Context: an optimization exercise on an open-source flow, tuned for small area, a short achievable clock period and few clock cycles per item. The choices shown serve that exercise and are no tape-out recipe. No run shown here included a check of the RTL's function; only the layout flow was run.

[flow/run.sh]
#!/bin/bash
# synth_recipe.tcl (not shown) runs the flow's synth.tcl, then flattens the netlist and writes it again
# the make line also repeats each setting of config.mk as NAME=value (left out here)
make -C /OpenROAD-flow-scripts/flow DESIGN_CONFIG=/design/flow/config.mk WORK_HOME=/design/flow/orfs CLKGATE_MAP_FILE= SYNTH_SCRIPT=/design/flow/synth_recipe.tcl finish
[flow/config.mk]
export PLATFORM = sky130hd
export DESIGN_NAME = SQRTLOG
export DESIGN_NICKNAME = SQRTLOG
export VERILOG_FILES = /design/flow/design.v
export SDC_FILE = /design/flow/constraint.sdc
export NUM_CORES = 4
export LEC_CHECK = 0
export CAP_MARGIN = 20
export CORE_MARGIN = 2
export CORE_UTILIZATION = 40
export SLEW_MARGIN = 20
[flow/constraint.sdc]
create_clock -name core_clock -period 8.0 [get_ports {clock}]
set_input_delay 1.6000 -clock core_clock [delete_from_list [all_inputs] [get_ports {clock}]]
set_output_delay 1.6000 -clock core_clock [all_outputs]
set_load 0.01 [all_outputs]
[flow/design.v]
module SQRTLOG #(parameter NBITS = 20, M = 10, N = 10)
              (input logic clock, reset,
               input logic [1:0] op,
               input logic [NBITS-1:0] data_in,
               output logic done,
               output logic [NBITS-1:0] data_out);
  logic [16:0] w;
  logic [1:0]  opr;     
  logic [2:0]  cnt;     
  logic [19:0] n16, n8, n4, n2, n1;
  logic [4:0]  lz;
  always_comb begin
    lz[4] = ~|data_in[19:4];
    n16   = lz[4] ? {data_in[3:0], 16'd0} : data_in;
    lz[3] = ~|n16[19:12];
    n8    = lz[3] ? {n16[11:0], 8'd0} : n16;
    lz[2] = ~|n8[19:16];
    n4    = lz[2] ? {n8[15:0], 4'd0} : n8;
    lz[1] = ~|n4[19:18];
    n2    = lz[1] ? {n4[17:0], 2'd0} : n4;
    lz[0] = ~n2[19];
    n1    = lz[0] ? {n2[18:0], 1'b0} : n2;
  end
  logic [9:0] f0;
  assign f0 = n1[18:9];                         
  logic [24:0] a0;
  logic [13:0] t308, t710;
  always_comb begin
    case (lz)
      5'd0: begin t308 = 14'h0ad4; t710 = 14'h18f6; end
      5'd1: begin t308 = 14'h09a0; t710 = 14'h1630; end
      5'd2: begin t308 = 14'h086c; t710 = 14'h136a; end
      5'd3: begin t308 = 14'h0738; t710 = 14'h10a4; end
      5'd4: begin t308 = 14'h0604; t710 = 14'h0dde; end
      5'd5: begin t308 = 14'h04d0; t710 = 14'h0b18; end
      5'd6: begin t308 = 14'h039c; t710 = 14'h0852; end
      5'd7: begin t308 = 14'h0268; t710 = 14'h058c; end
      5'd8: begin t308 = 14'h0134; t710 = 14'h02c6; end
      5'd9: begin t308 = 14'h0000; t710 = 14'h0000; end
      5'd10: begin t308 = 14'h3ecc; t710 = 14'h3d3a; end
      5'd11: begin t308 = 14'h3d98; t710 = 14'h3a74; end
      5'd12: begin t308 = 14'h3c64; t710 = 14'h37ae; end
      5'd13: begin t308 = 14'h3b30; t710 = 14'h34e8; end
      5'd14: begin t308 = 14'h39fc; t710 = 14'h3222; end
      5'd15: begin t308 = 14'h38c8; t710 = 14'h2f5c; end
      5'd16: begin t308 = 14'h3794; t710 = 14'h2c96; end
      5'd17: begin t308 = 14'h3660; t710 = 14'h29d0; end
      5'd18: begin t308 = 14'h352c; t710 = 14'h270a; end
      5'd19: begin t308 = 14'h33f8; t710 = 14'h2444; end
      default: begin t308 = 'x; t710 = 'x; end
    endcase
    case (op)
      2'd2:    a0 = {{11{t308[13]}}, t308};
      2'd3:    a0 = {{11{t710[13]}}, t710};
      default: a0 = {15'($signed(6'sd9 - $signed({1'b0, lz}))), 10'd0};
    endcase
  end
  logic [2:0] cnt_sq0;
  always_comb begin
    case (lz)
      5'd0, 5'd1, 5'd2, 5'd3, 5'd4, 5'd5:     cnt_sq0 = 3'd4;
      5'd6, 5'd7, 5'd8, 5'd9, 5'd10, 5'd11:   cnt_sq0 = 3'd3;
      5'd12, 5'd13, 5'd14, 5'd15, 5'd16, 5'd17: cnt_sq0 = 3'd2;
      default:                                cnt_sq0 = 3'd1;
    endcase
  end
  logic [5:0] prs;
  always_comb begin
    prs = '0;
    for (int c = 0; c < 5; c++)
      if (cnt == 3'(c))
        for (int k = 0; k < 3; k++)
          if (3*c + k >= 5)
            prs[2*k +: 2] = data_in[2*(3*c+k)-10 +: 2];
  end
  function automatic logic [16:0] nrstep(input logic [16:0] r, input logic [1:0] pair,
                                         input logic [14:0] q);
    nrstep = {r[14:0], pair} + {q ^ {15{~r[16]}}, 2'b11};
  endfunction
  logic [16:0] r1, r2, r3;
  logic [19:0] q1, q2, q3;
  assign r1 = nrstep(w,  prs[5:4], data_out[14:0]);
  assign q1 = {data_out[18:0], ~r1[16]};
  assign r2 = nrstep(r1, prs[3:2], q1[14:0]);
  assign q2 = {q1[18:0], ~r2[16]};
  assign r3 = nrstep(r2, prs[1:0], q2[14:0]);
  assign q3 = {q2[18:0], ~r3[16]};
  logic [9:0] kk;
  logic       k10;
  assign kk  = (opr == 2'd2) ? 10'd308 : (opr == 2'd3) ? 10'd710 : 10'd0;
  assign k10 = (opr == 2'd1);
  function automatic logic [24:0] addk(input logic [24:0] a);
    logic [10:0] c;
    logic        ci;
    logic [24:0] y;
    c[0] = 1'b0;
    for (int i = 0; i < 10; i++) begin
      y[i]   = a[i] ^ kk[i] ^ c[i];
      c[i+1] = kk[i] ? (a[i] | c[i]) : (a[i] & c[i]);
    end
    ci = c[10] | k10;
    for (int i = 10; i < 25; i++)
      y[i] = a[i] ^ (ci & (&(a[24:10] | (15'h7fff << (i - 10)))));
    addk = y;
  endfunction
  logic [11:0] s1, s2;
  logic        b1, b2;
  logic [9:0]  fm;
  logic [24:0] a2, t1, t2, an;
  sqstep u_sq1 (.f(w[9:0]), .s(s1));
  assign b1 = s1[11] | s1[10];
  assign fm = b1 ? {s1[11], s1[9:1]} : s1[9:0];
  sqstep u_sq2 (.f(fm), .s(s2));
  assign b2 = s2[11] | s2[10];
  assign a2 = {w[13:10], data_out, 1'b0};
  assign t1 = b1 ? addk(a2) : a2;
  assign t2 = {t1[23:0], 1'b0};
  assign an = b2 ? addk(t2) : t2;
  always_ff @(posedge clock) begin
    if (reset) begin
      done <= (op != 2'd0) && (f0 == 10'd0);
      opr  <= op;
      if (op == 2'd0) begin
        w        <= '0;
        data_out <= '0;
        cnt      <= cnt_sq0;
      end else begin
        w        <= {2'b00, a0[24:20], f0};
        data_out <= a0[19:0];
        cnt      <= 3'd4;
      end
    end else begin
      cnt <= cnt - 3'd1;
      if (opr == 2'd0)
        w <= r3;
      else
        w <= {2'b00, an[24:20], b2 ? {s2[11], s2[9:1]} : s2[9:0]};
      if (!done) begin
        if (cnt == 3'd0) done <= 1'b1;
        if (opr == 2'd0)
          data_out <= q3;
        else if (cnt == 3'd0)
          data_out <= {{5{an[24]}}, an[24:10]};
        else
          data_out <= an[19:0];
      end
    end
  end
endmodule
module sqstep (input logic [9:0] f, output logic [11:0] s);
  logic t1;
  logic t2;
  logic t3;
  logic t4;
  logic t5;
  logic t6;
  logic t7;
  logic t8;
  logic t9;
  logic t10;
  logic t11;
  logic t12;
  logic t13;
  logic t14;
  logic t15;
  logic t16;
  logic t17;
  logic t18;
  logic t19;
  logic t20;
  logic t21;
  logic t22;
  logic t23;
  logic t24;
  logic t25;
  logic t26;
  logic t27;
  logic t28;
  logic t29;
  logic t30;
  logic t31;
  logic t32;
  logic t33;
  logic t34;
  logic t35;
  logic t36;
  logic t37;
  logic t38;
  logic t39;
  logic t40;
  logic t41;
  logic t42;
  logic t43;
  logic t44;
  logic t45;
  logic t46;
  logic t47;
  logic t48;
  logic t49;
  logic t50;
  logic t51;
  logic t52;
  logic t53;
  logic t54;
  logic t55;
  logic t56;
  logic t57;
  logic t58;
  logic t59;
  logic t60;
  logic t61;
  logic t62;
  logic t63;
  logic t64;
  logic t65;
  logic t66;
  logic t67;
  logic t68;
  logic t69;
  logic t70;
  logic t71;
  logic t72;
  assign t1 = (f[0] & f[7]) ^ (f[1] & f[6]);
  assign t2 = (f[0] & f[7]) & (f[1] & f[6]);
  assign t3 = (f[0] & f[8]) ^ (f[1] & f[7]);
  assign t4 = (f[0] & f[8]) & (f[1] & f[7]);
  assign t5 = (f[0] & f[9]) ^ (f[1] & f[8]) ^ (f[2] & f[7]);
  assign t6 = ((f[0] & f[9]) & (f[1] & f[8])) | ((f[0] & f[9]) & (f[2] & f[7])) | ((f[1] & f[8]) & (f[2] & f[7]));
  assign t7 = (f[3] & f[6]) ^ (f[4] & f[5]);
  assign t8 = (f[3] & f[6]) & (f[4] & f[5]);
  assign t9 = f[0] ^ (f[1] & f[9]) ^ (f[2] & f[8]);
  assign t10 = (f[0] & (f[1] & f[9])) | (f[0] & (f[2] & f[8])) | ((f[1] & f[9]) & (f[2] & f[8]));
  assign t11 = (f[3] & f[7]) ^ (f[4] & f[6]);
  assign t12 = (f[3] & f[7]) & (f[4] & f[6]);
  assign t13 = f[1] ^ (f[2] & f[9]) ^ (f[3] & f[8]);
  assign t14 = (f[1] & (f[2] & f[9])) | (f[1] & (f[3] & f[8])) | ((f[2] & f[9]) & (f[3] & f[8]));
  assign t15 = (f[4] & f[7]) ^ (f[5] & f[6]) ^ f[6];
  assign t16 = ((f[4] & f[7]) & (f[5] & f[6])) | ((f[4] & f[7]) & f[6]) | ((f[5] & f[6]) & f[6]);
  assign t17 = f[2] ^ (f[3] & f[9]) ^ (f[4] & f[8]);
  assign t18 = (f[2] & (f[3] & f[9])) | (f[2] & (f[4] & f[8])) | ((f[3] & f[9]) & (f[4] & f[8]));
  assign t19 = f[3] ^ (f[4] & f[9]) ^ (f[5] & f[8]);
  assign t20 = (f[3] & (f[4] & f[9])) | (f[3] & (f[5] & f[8])) | ((f[4] & f[9]) & (f[5] & f[8]));
  assign t21 = (f[0] & f[5]) ^ (f[1] & f[4]);
  assign t22 = (f[0] & f[5]) & (f[1] & f[4]);
  assign t23 = (f[0] & f[6]) ^ (f[1] & f[5]);
  assign t24 = (f[0] & f[6]) & (f[1] & f[5]);
  assign t25 = t1 ^ (f[2] & f[5]) ^ (f[3] & f[4]);
  assign t26 = (t1 & (f[2] & f[5])) | (t1 & (f[3] & f[4])) | ((f[2] & f[5]) & (f[3] & f[4]));
  assign t27 = t3 ^ (f[2] & f[6]) ^ (f[3] & f[5]);
  assign t28 = (t3 & (f[2] & f[6])) | (t3 & (f[3] & f[5])) | ((f[2] & f[6]) & (f[3] & f[5]));
  assign t29 = t5 ^ t7 ^ f[5];
  assign t30 = (t5 & t7) | (t5 & f[5]) | (t7 & f[5]);
  assign t31 = t9 ^ t11 ^ t6;
  assign t32 = (t9 & t11) | (t9 & t6) | (t11 & t6);
  assign t33 = t13 ^ t15 ^ t10;
  assign t34 = (t13 & t15) | (t13 & t10) | (t15 & t10);
  assign t35 = t17 ^ (f[5] & f[7]) ^ t14;
  assign t36 = (t17 & (f[5] & f[7])) | (t17 & t14) | ((f[5] & f[7]) & t14);
  assign t37 = t19 ^ (f[6] & f[7]) ^ f[7];
  assign t38 = (t19 & (f[6] & f[7])) | (t19 & f[7]) | ((f[6] & f[7]) & f[7]);
  assign t39 = f[4] ^ (f[5] & f[9]) ^ (f[6] & f[8]);
  assign t40 = (f[4] & (f[5] & f[9])) | (f[4] & (f[6] & f[8])) | ((f[5] & f[9]) & (f[6] & f[8]));
  assign t41 = f[5] ^ (f[6] & f[9]) ^ (f[7] & f[8]);
  assign t42 = (f[5] & (f[6] & f[9])) | (f[5] & (f[7] & f[8])) | ((f[6] & f[9]) & (f[7] & f[8]));
  assign t43 = (f[0] & f[3]) ^ (f[1] & f[2]);
  assign t44 = (f[0] & f[3]) & (f[1] & f[2]);
  assign t45 = (f[0] & f[4]) ^ (f[1] & f[3]);
  assign t46 = (f[0] & f[4]) & (f[1] & f[3]);
  assign t47 = t21 ^ (f[2] & f[3]) ^ f[3];
  assign t48 = (t21 & (f[2] & f[3])) | (t21 & f[3]) | ((f[2] & f[3]) & f[3]);
  assign t49 = t23 ^ (f[2] & f[4]) ^ t22;
  assign t50 = (t23 & (f[2] & f[4])) | (t23 & t22) | ((f[2] & f[4]) & t22);
  assign t51 = t25 ^ f[4] ^ t24;
  assign t52 = (t25 & f[4]) | (t25 & t24) | (f[4] & t24);
  assign t53 = t27 ^ t2 ^ t26;
  assign t54 = (t27 & t2) | (t27 & t26) | (t2 & t26);
  assign t55 = t29 ^ t4 ^ t28;
  assign t56 = (t29 & t4) | (t29 & t28) | (t4 & t28);
  assign t57 = t31 ^ t8 ^ t30;
  assign t58 = (t31 & t8) | (t31 & t30) | (t8 & t30);
  assign t59 = t33 ^ t12 ^ t32;
  assign t60 = (t33 & t12) | (t33 & t32) | (t12 & t32);
  assign t61 = t35 ^ t16 ^ t34;
  assign t62 = (t35 & t16) | (t35 & t34) | (t16 & t34);
  assign t63 = t37 ^ t18 ^ t36;
  assign t64 = (t37 & t18) | (t37 & t36) | (t18 & t36);
  assign t65 = t39 ^ t20 ^ t38;
  assign t66 = (t39 & t20) | (t39 & t38) | (t20 & t38);
  assign t67 = t41 ^ f[8] ^ t40;
  assign t68 = (t41 & f[8]) | (t41 & t40) | (f[8] & t40);
  assign t69 = f[6] ^ (f[7] & f[9]) ^ t42;
  assign t70 = (f[6] & (f[7] & f[9])) | (f[6] & t42) | ((f[7] & f[9]) & t42);
  assign t71 = f[7] ^ (f[8] & f[9]) ^ f[9];
  assign t72 = (f[7] & (f[8] & f[9])) | (f[7] & f[9]) | ((f[8] & f[9]) & f[9]);
  logic [20:0] ra, rb;
  logic [21:0] sum;
  assign ra = {f[9], f[8], t71, t69, t67, t65, t63, t61, t59, t57, t55, t53, t51, t49, t47, t45, t43, (f[0] & f[2]), (f[0] & f[1]), 1'b0, f[0]};
  assign rb = {1'b0, t72, t70, t68, t66, t64, t62, t60, t58, t56, t54, t52, t50, t48, t46, t44, f[2], 1'b0, f[1], 1'b0, 1'b0};
  assign sum = ra + rb;
  assign s = sum[21:10];
endmodule
==> reports/summary.txt, run 1 <==
Antenna violations before repair -> 0
Die area -> 29800 um^2
Number of nets in the layout -> 1979
H-Tree Depth -> 2
Synthesis-stage register bit count -> 42
Placed inst area -> 14000 um^2
Startpoint types -> input pin
P&R area growth vs syn -> 37.7%
Beginning of the worst register-to-register path -> w[0]
Capture point of the worst path -> data_out[0]
Synthesized cell area -> 11400 um^2
Vert. Die Dim -> 173 um
Number of warnings issued by yosys -> 1
DRC -> 0
Register-to-Register Path Depth -> 33
Antenna cell count -> 0
Max Clock Skew -> 15.2 ps
Final hold violation count -> 0
Iteration-0 DRC count of the detailed router -> 1023
Register Area -> 1100 um^2
Number of buffers and inverters on the critical path -> 6
Via density -> 5.75
Number of port buffers -> 44
Critical path's top delay family -> compound AO/OA/AOI/OAI gates
Run status -> finished with violations
Worst reg2reg setup slack -> -640 ps
Weighted congestion reported at the end of routability-driven placement -> 0.955
Number of fill cells in the layout -> 2540
Final worst-path setup slack -> -865 ps
Worst r2r dst -> data_out[15]
Number of distinct library cells after synthesis -> 104
Hold crit path type -> reg -> reg
Number of buffers inserted during clock tree synthesis -> 5
Maximum clock insertion buffer count -> 2
Total count of max-transition violations in the final report -> 0
Root Buffer Master -> clkbuf_16
Routed Wire Length -> 40800 um
Stages on the worst setup path -> 40
Fraction of the cycle the final worst path needs -> 1.11
EDFF count, synth -> 22
Cells after synthesis -> 1516
CTS tree -> yes
Transition at the pin with the smallest max-transition slack -> 1090 ps
Critical path capture point type -> flop
Violated layout checks -> negative setup slack
Length of the first detailed-routing pass in iterations -> 5
Number of core rows -> 61
Max_slew headroom -> 0.274
Async SR Flop Fraction -> 0
Fin area -> 15700 um^2
Remaining antenna violation count -> 0
Critical-path cell with the highest stage delay -> or4_4
Starting utilization of the core area -> 0.408
Pin count of the biggest net entering global routing -> 44
Critical Setup Path Class -> in -> reg
Clock sink count -> 42
Count of final setup violators -> 33
Min cycle time layout -> 8870 ps
Setup repair after global routing missed its margin -> yes
Vias post-DR -> 12496
Ys flop type -> edfxtp_1
CTS clk-pin slew, worst paths -> 70 ps
Vias in the first global route -> 12410
Layout cell share with drive strength beyond 1 -> 0.309
Net count of the mapped netlist -> 1701
Gr usage total -> 0.266
I/O Pins -> 45
Clock Latency Late Sink -> 300 ps
Die Span X -> 173 um
Total half-perimeter wirelength after legalization and detailed placement -> 31100 um
Area of the core region -> 27900 um^2
CTS hold repair buffers -> 0
Avg Cell Area, Syn -> 7.50 um^2
Total grt overflow -> 0
Area used by multi-input combinational logic -> 10400 um^2
Detailed-route wire length per cell -> 18.8 um
Worst path arrival time -> 8870 ps
Fraction of the yosys area taken by sequential cells -> 0.0933
Worst setup path start -> data_in[1]
Required time at the endpoint of the critical path -> 8010 ps
Count of max-cap constraint violations -> 0
FMAX -> 0.113 GHz
Wire length of the first global-routing pass -> 65200 um
Crit-path max FO -> 6
Worst stage delay on the critical path -> 490 ps
cell type report:
| class | instances | area share |
|---|---|---|
| clock buffers | 7 | 0.0112 |
| clock inverters | 1 | 0.000559 |
| inverters | 93 | 0.0224 |
| multi-input cells | 1276 | 0.667 |
| flip-flops and latches | 42 | 0.0701 |
| well taps | 378 | 0.0302 |
| repair buffers | 376 | 0.199 |
what timing repair did:
action | 4_1_cts | 5_1_grt
hold endpoints to repair | 0 | 0
buffers inserted | 54 | 22
pin swaps | 130 | 82
cloned | 1 | 0
gates resized for setup | 180 | 49
endpoints found under the setup margin | 36 | 36
per-stage QoR:
step	instances	utilization	worst slack, ps	hold slack, ps	TNS [ps]
2_1_floorplan	1516	-	-776	477	-9980
3_3_place_gp	2095	0.502	-1450	482	-29000
3_5_place_dp	2095	0.502	-1590	488	-30420
4_1_cts	2152	0.547	-886	505	-12060
5_1_grt	2173	0.562	-1200	544	-24720
6_report	2173	0.562	-865	498	-14340
cells in the mapped netlist (8+ instances only):
master    number  share of area
a31oi_1       16         0.0088
nand2_1      129          0.043
dfxtp_1       20          0.035
a211oi_1      17          0.011
o22ai_1       18         0.0099
edfxtp_1      22          0.058
nor2b_1       15         0.0082
fa_1          48          0.084
inv_1         91          0.030
o21ai_1        9         0.0040
o21a_1        14         0.0092
a21boi_0       9         0.0059
a22oi_1        9         0.0059
buf_4         24          0.016
or3_1          8         0.0044
o221ai_1      13          0.010
a21oi_1      103          0.045
o21ai_0       73          0.032
nor3b_1        9         0.0059
xnor2_1       89          0.069
or2_2         11         0.0060
ha_1         113           0.12
o21bai_1       9         0.0059
o211ai_1      20          0.013
o31ai_1       13         0.0086
xor2_1        43          0.033
and2_1        38          0.021
buf_2         10         0.0044
and3_1        18         0.0099
nand3_1       34          0.015
nor2_1       146          0.048
mux2i_1       21          0.018
a21o_1        26          0.017
nand4_1       11         0.0060
clkbuf_1      63          0.021
nand2b_1      25          0.014
nor3_1        37          0.016
routing by layer:
layer  vias to the layer above  share of wire  global-route usage
li1                       5999              -                   -
met1                      6043           0.44               0.345
met2                       369           0.49               0.473
met3                        85          0.044              0.0235
met4                         0          0.030              0.0730
met5                         -              0                   0
cells by family (layout without fill, tap and decap cells):
kind of cell,count (synthesis),in the layout,synth area share
fa+ha+maj,162,162,0.210
compound gates,448,448,0.278
buf+inv,198,477,0.0751
xor+xnor,135,135,0.106
simple gates,506,506,0.215
mux,25,25,0.0224
flops,42,42,0.0933
worst min path at each step:
stage	cells after the start	to	from
after floorplan	1	cnt[0]	cnt[0]
after global placement	1	cnt[0]	cnt[0]
after detailed placement	1	cnt[0]	cnt[0]
after CTS	1	cnt[0]	cnt[0]
after global routing	1	cnt[0]	cnt[0]
final	1	cnt[0]	cnt[0]
placed cells by master, fill, tap and decap left out, types with 26 or more instances in the layout:
cell | synthesis | routed
buf_4 | 24 | 291
xnor2_1 | 89 | 75
and2_1 | 38 | 29
a21oi_1 | 103 | 82
clkdlybuf4s50_1 | 0 | 36
buf_6 | 1 | 35
nand2_1 | 129 | 124
o21ai_0 | 73 | 55
nand3_1 | 34 | 30
ha_1 | 113 | 97
nor2_1 | 146 | 128
nor3_1 | 37 | 34
a21o_1 | 26 | 26
inv_1 | 91 | 84
fa_1 | 48 | 48
xor2_1 | 43 | 40
flip-flops by register name, indices dropped and copies added (netlist names):
register  count
cnt           3
data_out     20
done          1
opr           2
w            16
==> run 2: changes to the inputs <==
--- a/flow/config.mk
+++ b/flow/config.mk
@@ -8,4 +8,5 @@
 export CAP_MARGIN = 20
 export CORE_MARGIN = 2
 export CORE_UTILIZATION = 40
+export SETUP_SLACK_MARGIN = 1
 export SLEW_MARGIN = 20
==> run 2 against run 1 <==
- the layout still fails its checks (negative setup slack)
- routed wire length up 0.65%
- sequential cell count did not move
- worst hold slack got worse by 2.4 ps
- critical endpoint unchanged
==> reports/summary.txt, run 2 <==
Setup repair after global routing missed its margin -> yes (unchanged)
Most Frequent Cell on Critical Path -> a21oi_2
Number of nets in the layout -> 1986 (was 1979)
CTS tree -> yes (unchanged)
I/O Pins -> 45 (unchanged)
Beginning of the worst register-to-register path -> w[2] (was w[0])
Total grt overflow -> 0 (unchanged)
Critical-path cell with the highest stage delay -> or4_4 (unchanged)
CTS hold repair buffers -> 0 (unchanged)
Cells after synthesis -> 1516 (unchanged)
Root Buffer Master -> clkbuf_16 (unchanged)
Violated layout checks -> negative setup slack (unchanged)
Total half-perimeter wirelength after legalization and detailed placement -> 31200 um (was 31100 um)
Min cycle time layout -> 8850 ps (was 8870 ps)
Worst reg2reg setup slack -> -440 ps (was -640 ps)
Instance count along the most critical hold path -> 1 (unchanged)
Via density -> 5.78 (was 5.75)
Most frequent cell after synthesis -> nor2_1 (unchanged)
Die Span X -> 173 um (unchanged)
Dpl cells -> 2093 (was 2095)
Synthesis-stage register bit count -> 42 (unchanged)
Worst setup path start -> data_in[1] (unchanged)
Worst path arrival time -> 8870 ps (about the same)
Layout cell share with drive strength beyond 1 -> 0.316 (was 0.309)
CTS clk-pin slew, worst paths -> 70 ps (about the same)
Die area -> 29800 um^2 (unchanged)
DRC -> 0 (unchanged)
Metal-1 WL -> 17700 um (was 18000 um)
Leading cell type in the layout, fill and taps excluded -> buf_4 (unchanged)
Hold crit path type -> reg -> reg (unchanged)
EDFF count, synth -> 22 (unchanged)
Async SR Flop Fraction -> 0 (unchanged)
Number of warnings issued by yosys -> 1 (unchanged)
Vias post-DR -> 12597 (was 12496)
Number of core rows -> 61 (unchanged)
Critical path capture point type -> flop (unchanged)
Clock sink count -> 42 (unchanged)
Synthesized cell area -> 11400 um^2 (unchanged)
Final non-filler cell total -> 2180 (was 2173)
Max reg flops -> 20 (unchanged)
Most flops, register -> data_out (unchanged)
FMAX -> 0.113 GHz (about the same)
Starting utilization of the core area -> 0.408 (unchanged)
Wire length of the first global-routing pass -> 64900 um (was 65200 um)
Maximum clock insertion buffer count -> 2 (unchanged)
Uppermost signal routing layer after detailed routing -> met4 (unchanged)
H-Tree Depth -> 2 (unchanged)
Area of the core region -> 27900 um^2 (unchanged)
Antenna cell count -> 0 (unchanged)
Critical path's top delay family -> compound AO/OA/AOI/OAI gates (unchanged)
Critical Setup Path Class -> in -> reg (unchanged)
Iteration-0 DRC count of the detailed router -> 1209 (was 1023)
Number of distinct library cells after synthesis -> 104 (unchanged)
Routed wl met2 -> 19900 um (was 19800 um)
Startpoint types -> input pin (unchanged)
Avg Cell Area, Syn -> 7.50 um^2 (unchanged)
Area leader, netlist -> ha_1 (unchanged)
Most frequent cells after synthesis -> nor2_1 (146), nand2_1 (129), ha_1 (113) (unchanged)
Length of the first detailed-routing pass in iterations -> 6 (was 5)
Synth top area share -> 0.124 (unchanged)
Routed Wire Length -> 41100 um (was 40800 um)
Ys flop type -> edfxtp_1 (unchanged)
P&R area growth vs syn -> 38.7% (was 37.7%)
Fraction of the yosys area taken by sequential cells -> 0.0933 (unchanged)
Top cells by area, synth -> ha_1 (12%), fa_1 (8.4%), xnor2_1 (6.9%), edfxtp_1 (5.8%), nor2_1 (4.8%) (unchanged)
Crit-path max FO -> 6 (unchanged)
Routed wire length on met3 -> 2200 um (was 1810 um)
Fraction of the cycle the final worst path needs -> 1.11 (about the same)
Max_slew headroom -> 0.233 (was 0.274)
Stages on the worst setup path -> 40 (unchanged)
Net count of the mapped netlist -> 1701 (unchanged)
Commonest cells after routing, fill and taps aside -> buf_4 (290), nor2_1 (132), nand2_1 (121) (was buf_4 (291), nor2_1 (128), nand2_1 (124))
Gr usage total -> 0.265 (was 0.266)
Count of final setup violators -> 33 (unchanged)
Number of fill cells in the layout -> 2542 (was 2540)
Total count of max-transition violations in the final report -> 0 (unchanged)
Number of port buffers -> 44 (unchanged)
Max Clock Skew -> 5.02 ps (was 15.2 ps)
Run status -> finished with violations (unchanged)
Number of buffers and inverters on the critical path -> 3 (was 6)
Antenna violations before repair -> 0 (unchanged)
Pin count of the biggest net entering global routing -> 44 (unchanged)
Vias in the first global route -> 12420 (was 12410)
Vert. Die Dim -> 173 um (unchanged)
Required time at the endpoint of the critical path -> 8020 ps (was 8010 ps)
Remaining antenna violation count -> 0 (unchanged)
Weighted congestion reported at the end of routability-driven placement -> 0.954 (was 0.955)
Largest registers -> data_out: 20 flops, w: 16 flops, cnt: 3 flops (unchanged)
Final hold violation count -> 0 (unchanged)
Clock Latency Late Sink -> 290 ps (was 300 ps)
Number of buffers inserted during clock tree synthesis -> 5 (unchanged)
Count of max-cap constraint violations -> 0 (unchanged)
Worst stage delay on the critical path -> 490 ps (about the same)
Transition at the pin with the smallest max-transition slack -> 1150 ps (was 1090 ps)
Final worst-path setup slack -> -851 ps (was -865 ps)
Worst Hold Launch -> cnt[0] (unchanged)
Register-to-Register Path Depth -> 33 (unchanged)
Detailed-route wire length per cell -> 18.8 um (about the same)
run 2: cell count changes in the layout (fill, tap and decap cells not counted), sizes merged:
cell / change
bufbuf: -1
inv: +2
clkinvlp: +1
clkinv: -1
clkbuf: -1
clkdlybuf4s15: -1
buf: +8
run 2: cell type report:
class | count | area [um^2] | share of cell area
multi-input cells | 1276 | 10500 | 0.667
repair buffers | 383 | 3190 | 0.202
flip-flops and latches | 42 | 1090 | 0.0693
well taps | 378 | 473 | 0.0300
inverters | 93 | 349 | 0.0221
clock buffers | 5 | 125 | 0.00793
clock inverters | 3 | 22.5 | 0.00143
run 2: final timing paths:
check | endpoint
min | cnt[0]
max reg2reg | data_out[19]
max | data_out[0]
min reg2reg | cnt[0]
run 2: kinds of logic after synthesis:
logic type | Yosys count | share of synthesized area
adder cells (fa/ha/maj) | 162 | 0.210
flip-flops | 42 | 0.0933
AO/OA/AOI/OAI | 448 | 0.278
XOR/XNOR | 135 | 0.106
AND/OR/NAND/NOR | 506 | 0.215
multiplexers | 25 | 0.0224
buffers and inverters | 198 | 0.0751
run 2: metrics by stage:
stage	utilization	instance area, um^2	setup slack [ps]	hold WS (ps)	setup TNS, ps
after floorplan	-	11700	-776	477	-10010
after global placement	0.503	14000	-1480	479	-25130
after detailed placement	0.503	14000	-1620	479	-26430
after CTS	0.552	15400	-851	494	-11280
after global routing	0.566	15800	-1160	521	-24290
final	0.566	15800	-851	495	-12270
run 2: metal layers:
layer | GRT usage | vias to the layer above
met5 | 0 | -
met4 | 0.0798 | 0
met3 | 0.0193 | 90
met2 | 0.471 | 457
met1 | 0.342 | 6038
li1 | - | 6012
run 2: timing repair:
action / in CTS / in global routing
endpoints found under the setup margin: 36 / 36
resized for setup: 184 / 64
pin swaps: 114 / 80
setup buffers: 67 / 11
hold endpoints to repair: 0 / 0
cloned: 1 / 0

## port drivers added, routing unchanged
In the flow no input, the clock included, has a driving cell. The finished layouts below were timed again as built, in two steps. Step 1, drivers: a clkbuf_16 drives clock and a buf_2 each remaining input, both assumed. Step 2 also shifts input and output timing later by t, the mid clock arrival at the registers, as if the neighbouring blocks saw the same clock. Slacks: no drivers / after step 1 / after step 2; pairs: no drivers / after step 1.
| run | t, ns | setup slack, ns | hold slack, ns | worst register clock-pin slew, ns | cell pins on the clock port's net |
|---|---|---|---|---|---|
| run 1 | 0.329 | -0.865 / -0.861 / -1.189 | 0.498 / 0.498 / 0.498 | 0.07 / 0.07 | 1 |
| run 2 | 0.333 | -0.851 / -0.842 / -1.174 | 0.495 / 0.495 / 0.495 | 0.07 / 0.07 | 1 |
For run 1, which loses most, drivers alone change the setup slack by +0.004 ns; drivers and shift together by -0.324 ns.
